What follows belongs to an exercise in optimizing a design on an open flow for small area, a short achievable clock period and few clock cycles per item; a production flow would make more cautious choices.
At most, simulation tests tie the RTL to the original design; equivalence was not proved.
The clock port is modelled as an ideal driver, which makes a skipped or thinned clock tree look cheaper than it is; a real chip needs a root buffer or a tree.

==> run a <==
// timing_example
module timing_example #(
    parameter int INPUT_WIDTH   = 32,
    parameter int OUTPUT_WIDTH  = 8,
    parameter int COUNTER_WIDTH = 64,
    parameter int NUM_PIPELINES = 16
) (
    input  logic                                  clk,
    input  logic                                  rst,
    input  logic [               INPUT_WIDTH-1:0] data_in,
    input  logic                                  data_in_valid,
    input  logic [NUM_PIPELINES*OUTPUT_WIDTH-1:0] pipe_in,
    output logic                                  ready,
    output logic [              OUTPUT_WIDTH-1:0] data_out,
    output logic                                  data_out_valid,
    output logic [             COUNTER_WIDTH-1:0] count
);
Settings: LEC_CHECK=0, CAP_MARGIN=20, CORE_MARGIN=2, CORE_UTILIZATION=40, SLEW_MARGIN=20, SYNTH_HIERARCHICAL=1, SYNTH_MINIMUM_KEEP_SIZE=0; clock period 8.0 ns.
standard.sh (not shown) runs the stock make flow with config.mk's settings and CLKGATE_MAP_FILE= SYNTH_SCRIPT=/design/flow/synth_recipe.tcl, a recipe that flattens the netlist after the stock synthesis.
==> flow/flow/run.sh <==
#!/bin/bash
# Standard synthesis, then the standard layout with these changes: ports are
# buffered with buf_1, and after clock tree synthesis its tree is replaced by a
# balanced two-level tree of clkbuf_16 cells (flow/clktree.tcl).
set -euo pipefail
bash standard.sh synth > synth.log 2>&1
export BUFFER_PORTS_ARGS="-buffer_cell sky130_fd_sc_hd__buf_1"
export CTS_ARGS="-sink_clustering_enable -repair_clock_nets -dont_use_dummy_load -buf_list {sky130_fd_sc_hd__clkbuf_4 sky130_fd_sc_hd__clkbuf_8}"
export CLK_LEAVES=8
export CLK_LEAF_CELL=clkbuf_16
export POST_CTS_TCL=$PWD/flow/clktree.tcl
bash standard.sh > layout.log 2>&1
==> flow/flow/clktree.tcl <==
# Replace the clock tree that clock_tree_synthesis built with a two-level one:
# the clock port drives one root clkbuf_16, which drives CLK_LEAVES leaf buffers,
# each feeding the flip-flops of one region (split at the median x, then at the
# median y within each half). Every flip-flop sees the same two buffers.
set nleaf [expr {[info exists ::env(CLK_LEAVES)] ? $::env(CLK_LEAVES) : 4}]
set block [ord::get_db_block]
set db [ord::get_db]
set master [$db findMaster sky130_fd_sc_hd__clkbuf_16]
set lmaster [$db findMaster sky130_fd_sc_hd__[expr {[info exists ::env(CLK_LEAF_CELL)] ? $::env(CLK_LEAF_CELL) : "clkbuf_16"}]]
set clk [$block findNet clk]

set flops {}
foreach inst [$block getInsts] {
  if {[[$inst getMaster] isSequential]} {
    set it [$inst findITerm CLK]
    lassign [$inst getLocation] x y
    lappend flops [list $inst $it $x $y]
  }
}
# the old tree: every buffer on the clock network
set old_insts {}
set old_nets {}
foreach net [$block getNets] {
  if {[$net getSigType] eq "CLOCK" && [$net getName] ne "clk"} { lappend old_nets $net }
}
foreach inst [$block getInsts] {
  set n [$inst getName]
  if {[string match clkbuf_* $n] || [string match clkload* $n]} { lappend old_insts $inst }
}
foreach f $flops { [lindex $f 1] disconnect }
foreach inst $old_insts { odb::dbInst_destroy $inst }
foreach net $old_nets { if {[$net getName] ne "clk"} { odb::dbNet_destroy $net } }

proc split_groups {items idx} {
  set s [lsort -integer -index $idx $items]
  set h [expr {[llength $s] / 2}]
  return [list [lrange $s 0 [expr {$h - 1}]] [lrange $s $h end]]
}
set groups [list $flops]
set axis 2
while {[llength $groups] < $nleaf} {
  set ng {}
  foreach g $groups { lappend ng {*}[split_groups $g $axis] }
  set groups $ng
  set axis [expr {$axis == 2 ? 3 : 2}]
}

proc centroid {items} {
  set sx 0; set sy 0
  foreach f $items { set sx [expr {$sx + [lindex $f 2]}]; set sy [expr {$sy + [lindex $f 3]}] }
  set n [llength $items]
  return [list [expr {int($sx / $n)}] [expr {int($sy / $n)}]]
}
lassign [centroid $flops] rx ry
set root [odb::dbInst_create $block $master clkroot]
$root setLocation $rx $ry
$root setPlacementStatus PLACED
[$root findITerm A] connect $clk
set rnet [odb::dbNet_create $block clknet_root]
$rnet setSigType CLOCK
[$root findITerm X] connect $rnet
set k 0
foreach g $groups {
  lassign [centroid $g] cx cy
  set leaf [odb::dbInst_create $block $lmaster clkleaf_$k]
  $leaf setLocation $cx $cy
  $leaf setPlacementStatus PLACED
  [$leaf findITerm A] connect $rnet
  set lnet [odb::dbNet_create $block clknet_leaf_$k]
  $lnet setSigType CLOCK
  [$leaf findITerm X] connect $lnet
  foreach f $g { [lindex $f 1] connect $lnet }
  incr k
}
puts "clktree.tcl: [llength $flops] flip-flops on $k leaves; removed [llength $old_insts] buffers"
detailed_placement
check_placement -verbose
estimate_parasitics -placement
report_clock_skew
report_checks -path_delay min -format end
==> run b (differences from run a) <==
==> flow/flow/run.sh (replaced) <==
#!/bin/bash
# Standard synthesis, then the standard layout with two changes: ports are
# buffered with buf_1, and clock tree synthesis adds no dummy loads.
set -euo pipefail
bash standard.sh synth > synth.log 2>&1
export BUFFER_PORTS_ARGS="-buffer_cell sky130_fd_sc_hd__buf_1"
export CTS_ARGS="-sink_clustering_enable -repair_clock_nets -dont_use_dummy_load -buf_list {sky130_fd_sc_hd__clkbuf_4 sky130_fd_sc_hd__clkbuf_8}"
bash standard.sh > layout.log 2>&1
removed: flow/flow/clktree.tcl
==> run c (differences from run a) <==
--- a/flow/design.v
+++ b/flow/design.v
@@ -30,25 +30,59 @@
   cnt_seg #(.W(6)) u_cnt4 (.q(count[29:24]), .cin(seg_cin[4]), .d(count_nxt[29:24]), .all1(seg_all1[4]));
   cnt_seg #(.W(6)) u_cnt5 (.q(count[35:30]), .cin(seg_cin[5]), .d(count_nxt[35:30]), .all1(seg_all1[5]));
   cnt_seg #(.W(6)) u_cnt6 (.q(count[41:36]), .cin(seg_cin[6]), .d(count_nxt[41:36]), .all1(seg_all1[6]));
   cnt_seg #(.W(6)) u_cnt7 (.q(count[47:42]), .cin(seg_cin[7]), .d(count_nxt[47:42]), .all1(seg_all1[7]));
   cnt_seg #(.W(6)) u_cnt8 (.q(count[53:48]), .cin(seg_cin[8]), .d(count_nxt[53:48]), .all1(seg_all1[8]));
   cnt_seg #(.W(6)) u_cnt9 (.q(count[59:54]), .cin(seg_cin[9]), .d(count_nxt[59:54]), .all1(seg_all1[9]));
   cnt_seg #(.W(4)) u_cnt10 (.q(count[63:60]), .cin(seg_cin[10]), .d(count_nxt[63:60]), .all1(seg_all1[10]));
+  logic pf_1_1;
+  and2_cell u_pf0 (.a(v_r[0]), .b(seg_all1[0]), .y(pf_1_1));
+  logic pf_1_3;
+  and2_cell u_pf1 (.a(seg_all1[1]), .b(seg_all1[2]), .y(pf_1_3));
+  logic pf_1_5;
+  and2_cell u_pf2 (.a(seg_all1[3]), .b(seg_all1[4]), .y(pf_1_5));
+  logic pf_1_7;
+  and2_cell u_pf3 (.a(seg_all1[5]), .b(seg_all1[6]), .y(pf_1_7));
+  logic pf_1_9;
+  and2_cell u_pf4 (.a(seg_all1[7]), .b(seg_all1[8]), .y(pf_1_9));
+  logic pf_2_2;
+  and2_cell u_pf5 (.a(pf_1_1), .b(seg_all1[1]), .y(pf_2_2));
+  logic pf_2_3;
+  and2_cell u_pf6 (.a(pf_1_1), .b(pf_1_3), .y(pf_2_3));
+  logic pf_2_6;
+  and2_cell u_pf7 (.a(pf_1_5), .b(seg_all1[5]), .y(pf_2_6));
+  logic pf_2_7;
+  and2_cell u_pf8 (.a(pf_1_5), .b(pf_1_7), .y(pf_2_7));
+  logic pf_2_10;
+  and2_cell u_pf9 (.a(pf_1_9), .b(seg_all1[9]), .y(pf_2_10));
+  logic pf_4_4;
+  and2_cell u_pf10 (.a(pf_2_3), .b(seg_all1[3]), .y(pf_4_4));
+  logic pf_4_5;
+  and2_cell u_pf11 (.a(pf_2_3), .b(pf_1_5), .y(pf_4_5));
+  logic pf_4_6;
+  and2_cell u_pf12 (.a(pf_2_3), .b(pf_2_6), .y(pf_4_6));
+  logic pf_4_7;
+  and2_cell u_pf13 (.a(pf_2_3), .b(pf_2_7), .y(pf_4_7));
+  logic pf_8_8;
+  and2_cell u_pf14 (.a(pf_4_7), .b(seg_all1[7]), .y(pf_8_8));
+  logic pf_8_9;
+  and2_cell u_pf15 (.a(pf_4_7), .b(pf_1_9), .y(pf_8_9));
+  logic pf_8_10;
+  and2_cell u_pf16 (.a(pf_4_7), .b(pf_2_10), .y(pf_8_10));
   assign seg_cin[0] = v_r[0];
-  assign seg_cin[1] = v_r[0] & (&seg_all1[0:0]);
-  assign seg_cin[2] = v_r[0] & (&seg_all1[1:0]);
-  assign seg_cin[3] = v_r[0] & (&seg_all1[2:0]);
-  assign seg_cin[4] = v_r[0] & (&seg_all1[3:0]);
-  assign seg_cin[5] = v_r[0] & (&seg_all1[4:0]);
-  assign seg_cin[6] = v_r[0] & (&seg_all1[5:0]);
-  assign seg_cin[7] = v_r[0] & (&seg_all1[6:0]);
-  assign seg_cin[8] = v_r[0] & (&seg_all1[7:0]);
-  assign seg_cin[9] = v_r[0] & (&seg_all1[8:0]);
-  assign seg_cin[10] = v_r[0] & (&seg_all1[9:0]);
+  assign seg_cin[1] = pf_1_1;
+  assign seg_cin[2] = pf_2_2;
+  assign seg_cin[3] = pf_2_3;
+  assign seg_cin[4] = pf_4_4;
+  assign seg_cin[5] = pf_4_5;
+  assign seg_cin[6] = pf_4_6;
+  assign seg_cin[7] = pf_4_7;
+  assign seg_cin[8] = pf_8_8;
+  assign seg_cin[9] = pf_8_9;
+  assign seg_cin[10] = pf_8_10;
   always_ff @(posedge clk or posedge rst) begin
     if (rst) count <= '0;
     else count <= count_nxt;
   end
   logic pas_0;
   logic pac_1;
   logic pas_2;
@@ -421,34 +455,34 @@
   fa_cell u_sa64 (.a(pipe_in[29]), .b(pipe_in[37]), .c(pipe_in[45]), .s(sas_132), .co(sac_133));
   fa_cell u_sa65 (.a(pipe_in[53]), .b(pipe_in[61]), .c(pipe_in[69]), .s(sas_134), .co(sac_135));
   fa_cell u_sa66 (.a(pipe_in[77]), .b(pipe_in[85]), .c(pipe_in[93]), .s(sas_136), .co(sac_137));
   fa_cell u_sa67 (.a(pipe_in[101]), .b(pipe_in[109]), .c(pipe_in[117]), .s(sas_138), .co(sac_139));
   fa_cell u_sa68 (.a(pipe_in[125]), .b(sac_115), .c(sac_117), .s(sas_140), .co(sac_141));
   fa_cell u_sa69 (.a(sac_119), .b(sac_121), .c(sac_123), .s(sas_142), .co(sac_143));
   fa_cell u_sa70 (.a(sas_130), .b(sas_132), .c(sas_134), .s(sas_144), .co(sac_145));
-  assign sas_146 = pipe_in[6] ^ pipe_in[14];
-  assign sas_147 = pipe_in[22] ^ pipe_in[30];
-  assign sas_148 = pipe_in[38] ^ pipe_in[46];
-  assign sas_149 = pipe_in[54] ^ pipe_in[62];
-  assign sas_150 = pipe_in[70] ^ pipe_in[78];
-  assign sas_151 = pipe_in[86] ^ pipe_in[94];
-  assign sas_152 = pipe_in[102] ^ pipe_in[110];
-  assign sas_153 = pipe_in[118] ^ pipe_in[126];
-  assign sas_154 = sas_146 ^ sas_147;
-  assign sas_155 = sas_148 ^ sas_149;
-  assign sas_156 = sas_150 ^ sas_151;
-  assign sas_157 = sas_152 ^ sas_153;
-  assign sas_158 = sas_154 ^ sas_155;
-  assign sas_159 = sas_156 ^ sas_157;
-  assign sas_160 = sac_131 ^ sac_133;
-  assign sas_161 = sac_135 ^ sac_137;
-  assign sas_162 = sac_139 ^ sas_158;
-  assign sas_163 = sas_159 ^ sas_160;
-  assign sas_164 = sas_161 ^ sac_141;
-  assign sas_165 = sas_162 ^ sas_163;
+  xor_cell u_sax0 (.a(pipe_in[6]), .b(pipe_in[14]), .y(sas_146));
+  xor_cell u_sax1 (.a(pipe_in[22]), .b(pipe_in[30]), .y(sas_147));
+  xor_cell u_sax2 (.a(pipe_in[38]), .b(pipe_in[46]), .y(sas_148));
+  xor_cell u_sax3 (.a(pipe_in[54]), .b(pipe_in[62]), .y(sas_149));
+  xor_cell u_sax4 (.a(pipe_in[70]), .b(pipe_in[78]), .y(sas_150));
+  xor_cell u_sax5 (.a(pipe_in[86]), .b(pipe_in[94]), .y(sas_151));
+  xor_cell u_sax6 (.a(pipe_in[102]), .b(pipe_in[110]), .y(sas_152));
+  xor_cell u_sax7 (.a(pipe_in[118]), .b(pipe_in[126]), .y(sas_153));
+  xor_cell u_sax8 (.a(sas_146), .b(sas_147), .y(sas_154));
+  xor_cell u_sax9 (.a(sas_148), .b(sas_149), .y(sas_155));
+  xor_cell u_sax10 (.a(sas_150), .b(sas_151), .y(sas_156));
+  xor_cell u_sax11 (.a(sas_152), .b(sas_153), .y(sas_157));
+  xor_cell u_sax12 (.a(sas_154), .b(sas_155), .y(sas_158));
+  xor_cell u_sax13 (.a(sas_156), .b(sas_157), .y(sas_159));
+  xor_cell u_sax14 (.a(sac_131), .b(sac_133), .y(sas_160));
+  xor_cell u_sax15 (.a(sac_135), .b(sac_137), .y(sas_161));
+  xor_cell u_sax16 (.a(sac_139), .b(sas_158), .y(sas_162));
+  xor_cell u_sax17 (.a(sas_159), .b(sas_160), .y(sas_163));
+  xor_cell u_sax18 (.a(sas_161), .b(sac_141), .y(sas_164));
+  xor_cell u_sax19 (.a(sas_162), .b(sas_163), .y(sas_165));
   always_ff @(posedge clk) s1_r[0] <= sas_62;
   always_ff @(posedge clk) s1_r[1] <= sas_64;
   always_ff @(posedge clk) s1_r[2] <= sas_72;
   always_ff @(posedge clk) s1_r[3] <= sas_74;
   always_ff @(posedge clk) s1_r[4] <= sas_76;
   always_ff @(posedge clk) s1_r[5] <= sac_63;
   always_ff @(posedge clk) s1_r[6] <= sac_65;
@@ -571,14 +605,28 @@
     input  logic c,
     output logic s,
     output logic co
 );
   assign s  = a ^ b ^ c;
   assign co = (a & b) | (a & c) | (b & c);
 endmodule
+module xor_cell (
+    input  logic a,
+    input  logic b,
+    output logic y
+);
+  assign y = a ^ b;
+endmodule
+module and2_cell (
+    input  logic a,
+    input  logic b,
+    output logic y
+);
+  assign y = a & b;
+endmodule
 module cnt_seg #(
     parameter int W = 8
 ) (
     input  logic [W-1:0] q,
     input  logic         cin,
     output logic [W-1:0] d,
     output logic         all1
==> flow/flow/run.sh (replaced) <==
#!/bin/bash
# Standard synthesis, then the standard layout with these changes: ports are
# buffered with buf_1, and after clock tree synthesis its tree is replaced by a
# balanced two-level tree of clkbuf_16 cells (flow/clktree.tcl).
set -euo pipefail
bash standard.sh synth > synth.log 2>&1
export BUFFER_PORTS_ARGS="-buffer_cell sky130_fd_sc_hd__buf_1"
export CTS_ARGS="-sink_clustering_enable -repair_clock_nets -dont_use_dummy_load -buf_list {sky130_fd_sc_hd__clkbuf_4 sky130_fd_sc_hd__clkbuf_8}"
export CLK_LEAVES=10
export CLK_LEAF_CELL=clkbuf_8
export POST_CTS_TCL=$PWD/flow/clktree.tcl
bash standard.sh > layout.log 2>&1
--- a/flow/flow/clktree.tcl
+++ b/flow/flow/clktree.tcl
@@ -1,11 +1,11 @@
 # Replace the clock tree that clock_tree_synthesis built with a two-level one:
 # the clock port drives one root clkbuf_16, which drives CLK_LEAVES leaf buffers,
-# each feeding the flip-flops of one region (split at the median x, then at the
-# median y within each half). Every flip-flop sees the same two buffers.
+# each feeding the flip-flops of one region (regions of nearly equal size, cut
+# across the longer side). Every flip-flop sees the same two buffers.
 set nleaf [expr {[info exists ::env(CLK_LEAVES)] ? $::env(CLK_LEAVES) : 4}]
 set block [ord::get_db_block]
 set db [ord::get_db]
 set master [$db findMaster sky130_fd_sc_hd__clkbuf_16]
 set lmaster [$db findMaster sky130_fd_sc_hd__[expr {[info exists ::env(CLK_LEAF_CELL)] ? $::env(CLK_LEAF_CELL) : "clkbuf_16"}]]
 set clk [$block findNet clk]
 
@@ -27,27 +27,29 @@
   set n [$inst getName]
   if {[string match clkbuf_* $n] || [string match clkload* $n]} { lappend old_insts $inst }
 }
 foreach f $flops { [lindex $f 1] disconnect }
 foreach inst $old_insts { odb::dbInst_destroy $inst }
 foreach net $old_nets { if {[$net getName] ne "clk"} { odb::dbNet_destroy $net } }
 
-proc split_groups {items idx} {
+# split a group into n regions of nearly equal size, cutting across its longer side
+proc split_n {items n} {
+  if {$n <= 1} { return [list $items] }
+  set xs [lmap f $items {lindex $f 2}]
+  set ys [lmap f $items {lindex $f 3}]
+  set dx [expr {[tcl::mathfunc::max {*}$xs] - [tcl::mathfunc::min {*}$xs]}]
+  set dy [expr {[tcl::mathfunc::max {*}$ys] - [tcl::mathfunc::min {*}$ys]}]
+  set idx [expr {$dx >= $dy ? 2 : 3}]
   set s [lsort -integer -index $idx $items]
-  set h [expr {[llength $s] / 2}]
-  return [list [lrange $s 0 [expr {$h - 1}]] [lrange $s $h end]]
+  set n1 [expr {$n / 2}]
+  set cut [expr {[llength $s] * $n1 / $n}]
+  return [concat [split_n [lrange $s 0 [expr {$cut - 1}]] $n1] \
+                 [split_n [lrange $s $cut end] [expr {$n - $n1}]]]
 }
-set groups [list $flops]
-set axis 2
-while {[llength $groups] < $nleaf} {
-  set ng {}
-  foreach g $groups { lappend ng {*}[split_groups $g $axis] }
-  set groups $ng
-  set axis [expr {$axis == 2 ? 3 : 2}]
-}
+set groups [split_n $flops $nleaf]
 
 proc centroid {items} {
   set sx 0; set sy 0
   foreach f $items { set sx [expr {$sx + [lindex $f 2]}]; set sy [expr {$sy + [lindex $f 3]}] }
   set n [llength $items]
   return [list [expr {int($sx / $n)}] [expr {int($sy / $n)}]]
 }
==> comparison <==
In die area, run a and run b do not differ. Flip-flop and latch count is the same in run b and run a. Design area is about the same in run a and run b. Worst setup slack: run a < run b < run c. Via count, lowest first: run a, run b, run c. Utilization is about the same in run a and run b. Run c produced a clean layout. Run b finished clean. Run a finished with timing, DRC and antenna clean.
Testbench counts of run a, summed over its fixed seeds: cycles 1,632, items 1,600.
Testbench counts of run b, summed over its fixed seeds: cycles 1,632, items 1,600.
For run c, only the layout was checked, not whether the RTL still works. The clock cells of run a and run c come from the design's own scripts or RTL, not from TritonCTS.

==> re-timing with driven ports <==
In the flow no input, the clock included, has a driving cell. The finished layouts below were timed again as built, in two steps. Step 1 assumes that a clkbuf_16 drives the clock port and a buf_2 every other input. Step 2 moves the port delays by t, midway between the first and last clock arrival at a register: inputs arrive t later, outputs are due t later. That takes back most of the time a late clock gives input paths. a / b / c = no drivers / after step 1 / after step 2; a / b = the first two.
run	t, ns	slack for setup (ns)	worst setup path at the end
run a	0.405	5.316 / 5.341 / 4.936	input to register
run b	0.463	5.380 / 5.342 / 4.937	input to register
run c	0.402	5.418 / 5.376 / 5.123	input to register
After both steps setup and hold are still met in every run listed. The setup slack of run b, which loses most, moves by -0.038 ns with the drivers and by -0.443 ns with both steps.
